Source: an optimization exercise on an open RTL-to-GDS flow (aim: small area). Production flows keep margins and buffers that such runs may drop. RTL that was checked went through simulation tests only; none was proved equivalent to the original. Power and IR drop assume default switching activity.

==> run a <==
==> flow/design.v (excerpt) <==
module NEO (Enable, Load, clk, rst, Full, Data_out, Data_in, write_en);
clock: 9.0 ns
lec_check: 0
cap_margin: 20
core_margin: 2
core_utilization: 40
slew_margin: 20
synth_hierarchical: 1
standard.sh (not shown) runs the stock make flow with config.mk's settings and CLKGATE_MAP_FILE= SYNTH_SCRIPT=/design/flow/synth_recipe.tcl, a recipe that flattens the netlist after the stock synthesis.
==> flow/flow/run.sh <==
#!/bin/bash
# Own layout flow: the standard ORFS flow (standard.sh, unchanged
# synthesis), with these changes to the layout steps:
#  - port buffers use the smallest buffer cell (every port still gets one);
#  - ABC's buffers are removed at floorplan and global placement is not
#    timing driven (no gain-based rebuffering; timing repair still runs);
#  - clock tree built from small clock buffers, without dummy loads.
# Each step's output goes to its own log here; ORFS's own logs are under orfs/logs.
set -euo pipefail
export BUFFER_PORTS_ARGS="-buffer_cell sky130_fd_sc_hd__buf_1"
export REMOVE_ABC_BUFFERS=1
export GPL_TIMING_DRIVEN=0
export CTS_ARGS="-sink_clustering_enable -repair_clock_nets -dont_use_dummy_load -buf_list sky130_fd_sc_hd__clkbuf_4 -root_buf sky130_fd_sc_hd__clkbuf_8"
bash standard.sh synth > synth.log 2>&1
bash standard.sh finish > layout.log 2>&1
==> inputs of run b, as changes to run a <==
--- a/flow/flow/run.sh
+++ b/flow/flow/run.sh
@@ -10,6 +10,6 @@
 export BUFFER_PORTS_ARGS="-buffer_cell sky130_fd_sc_hd__buf_1"
 export REMOVE_ABC_BUFFERS=1
 export GPL_TIMING_DRIVEN=0
-export CTS_ARGS="-sink_clustering_enable -repair_clock_nets -dont_use_dummy_load -buf_list sky130_fd_sc_hd__clkbuf_4 -root_buf sky130_fd_sc_hd__clkbuf_8"
+export CTS_ARGS="-sink_clustering_enable -repair_clock_nets -dont_use_dummy_load -buf_list sky130_fd_sc_hd__clkbuf_4 -root_buf sky130_fd_sc_hd__clkbuf_8 -sink_clustering_size 30 -sink_clustering_max_diameter 200"
 bash standard.sh synth > synth.log 2>&1
 bash standard.sh finish > layout.log 2>&1
==> notes <==
- In register-to-register slack, run b and run a hardly differ.
- Non-clock buffer count is the same in run b and run a.
- In sequential cell count, run b and run a do not differ.
- In area after synthesis, run b and run a do not differ.
- In die area, run a and run b do not differ.
Function was not checked in any run of this note: the RTL went through the layout flow alone.

---

==> inputs of 12-06 <==
NEO, a different RTL version from the one above (not shown whole).
==> flow/config.mk <==
export PLATFORM = sky130hd
export DESIGN_NAME = NEO
export DESIGN_NICKNAME = NEO
export VERILOG_FILES = /design/flow/design.v
export SDC_FILE = /design/flow/constraint.sdc
export NUM_CORES = 4
export LEC_CHECK = 0
export CAP_MARGIN = 20
export CORE_MARGIN = 2
export CORE_UTILIZATION = 40
export SLEW_MARGIN = 20
export SYNTH_HIERARCHICAL = 1
==> flow/constraint.sdc <==
create_clock -name core_clock -period 9.0 [get_ports {clk}]
set_input_delay 1.8000 -clock core_clock [delete_from_list [all_inputs] [get_ports {clk}]]
set_output_delay 1.8000 -clock core_clock [all_outputs]
set_load 0.01 [all_outputs]
run.sh (not shown) runs the stock make flow with config.mk's settings and CLKGATE_MAP_FILE= SYNTH_SCRIPT=/design/flow/synth_recipe.tcl, a recipe that flattens the netlist after the stock synthesis.
Stock flow here: none of the scripts above is used.
==> inputs of 12-14, as changes to 12-06 <==
==> flow/flow/run.sh (new file) <==
#!/bin/bash
# Own layout flow: the standard ORFS flow, with the port buffers made
# with the smallest buffer cell instead of the default choice.
set -euo pipefail
export BUFFER_PORTS_ARGS="-buffer_cell sky130_fd_sc_hd__buf_1"
export REMOVE_ABC_BUFFERS=1
export GPL_TIMING_DRIVEN=0
bash standard.sh synth > synth.log 2>&1
bash standard.sh finish > layout.log 2>&1
==> flow/standard.sh (new file) <==
#!/bin/bash
# synth_recipe.tcl (not shown) runs the flow's synth.tcl, then flattens the netlist and writes it again
# the make line also repeats each setting of config.mk as NAME=value (left out here)
make -C /OpenROAD-flow-scripts/flow DESIGN_CONFIG=/design/flow/config.mk WORK_HOME=/design/flow/orfs CLKGATE_MAP_FILE= SYNTH_SCRIPT=/design/flow/synth_recipe.tcl "${@:-finish}"
removed: flow/run.sh
==> inputs of 12-23, as changes to 12-06 <==
==> flow/flow/run.sh (new file) <==
#!/bin/bash
# Own layout flow: the standard ORFS flow, with the port buffers made
# with the smallest buffer cell instead of the default choice.
set -euo pipefail
export BUFFER_PORTS_ARGS="-buffer_cell sky130_fd_sc_hd__buf_1"
bash standard.sh synth > synth.log 2>&1
bash standard.sh finish > layout.log 2>&1
==> flow/standard.sh (new file) <==
#!/bin/bash
# synth_recipe.tcl (not shown) runs the flow's synth.tcl, then flattens the netlist and writes it again
# the make line also repeats each setting of config.mk as NAME=value (left out here)
make -C /OpenROAD-flow-scripts/flow DESIGN_CONFIG=/design/flow/config.mk WORK_HOME=/design/flow/orfs CLKGATE_MAP_FILE= SYNTH_SCRIPT=/design/flow/synth_recipe.tcl "${@:-finish}"
removed: flow/run.sh
==> inputs of 11-18, as changes to 12-06 <==
Settings changed: CAP_MARGIN 20 to 0, SLEW_MARGIN 20 to 0.
==> notes.md <==
quantity                                                                                     12-14                    12-23                    11-18                    12-06
Portion of the clock cycle consumed by the worst path in the final layout                    96.9%                    96.1%                    96.5%                    96.5%
Total internal power                                                                    0.000848 W               0.000791 W               0.000992 W               0.000992 W
Multi-input combinational cell area                                                    0.0101 mm^2             0.00996 mm^2              0.0100 mm^2              0.0100 mm^2
Clock group share of total power                                                             26.4%                    23.3%                    23.8%                    23.8%
Power attributed to the clock group                                                     0.000379 W               0.000323 W               0.000376 W               0.000377 W
Met1 demand-to-capacity share in global routing                                              26.6%                    28.9%                    28.4%                    28.4%
Per-cell routed wire length                                                                18.3 um                  19.1 um                  19.4 um                  19.4 um
Arrival time at the worst endpoint                                                         6.92 ns                  6.85 ns                  6.88 ns                  6.88 ns
Detailed Route WL                                                                        28,900 um                30,600 um                31,500 um                31,400 um
Stage delay of the slowest cell on the critical path                                       0.59 ns                  0.72 ns                  0.57 ns                  0.57 ns
Place WS                                                                                 -0.267 ns                 0.606 ns                 0.459 ns                 0.459 ns
Worst slack on hold paths                                                                 0.445 ns                 0.448 ns                 0.448 ns                 0.448 ns
Met1 Wirelength                                                                          12,300 um                13,600 um                13,900 um                13,900 um
Worst-margin pin slew                                                                     0.944 ns                 0.868 ns                  1.20 ns                 0.748 ns
Total global routing track utilization                                                       18.9%                    20.4%                    20.9%                    20.9%
Layout Nets                                                                                  1,496                    1,528                    1,541                    1,541
Outcome                                                                    complete, no violations  complete, no violations  complete, no violations  complete, no violations
Worst setup startpoint                                                                  Current[7]               Current[5]              Current[13]              Current[13]
Fraction of area in non-clock buffers                                                        2.80%                    4.29%                    7.32%                    7.33%
Power density relative to cell area                                                    113 mW/mm^2              109 mW/mm^2              120 mW/mm^2              120 mW/mm^2
Worst IR Drop VDD                                                                         0.107 mV                 0.119 mV                 0.164 mV                 0.164 mV
Clock tree buffer count of the final layout                                                     10                       11                       11                       11
Sum of net half-perimeters after detailed placement                                      21,100 um                23,800 um                24,000 um                24,000 um

[separate check: timing with driven ports]
How much do the figures lean on ideal ports? The routed layouts below were timed once more, with nothing changed but the port constraints.
Step 1 assumes that a clkbuf_16 drives the clock port and a buf_2 every other input.
Step 2 times the ports against the registers' clock, not the clock port: input delays grow and output delays shrink by t, the midpoint of the rising clock arrivals with the driver on.
Three values: ideal ports, drivers, drivers and shift; two values: the first two.
run	shift t [ns]	slack for setup (ns)	hold WS [ns]	worst data-port slew with drivers (ns)	pins driven straight from the clock port
run a	0.372	0.390 / 0.356 / 0.728	0.439 / 0.439 / 0.439	0.03	1
run b	0.372	0.390 / 0.356 / 0.728	0.439 / 0.439 / 0.439	0.03	1
12-06	0.357	0.317 / 0.283 / 0.640	0.448 / 0.448 / 0.448	0.04	1
12-14	0.352	0.278 / 0.246 / 0.598	0.445 / 0.445 / 0.445	0.03	1
12-23	0.354	0.352 / 0.322 / 0.676	0.448 / 0.448 / 0.448	0.03	1
11-18	0.357	0.317 / 0.283 / 0.640	0.448 / 0.448 / 0.448	0.04	1
After both steps every run listed still meets setup and hold.
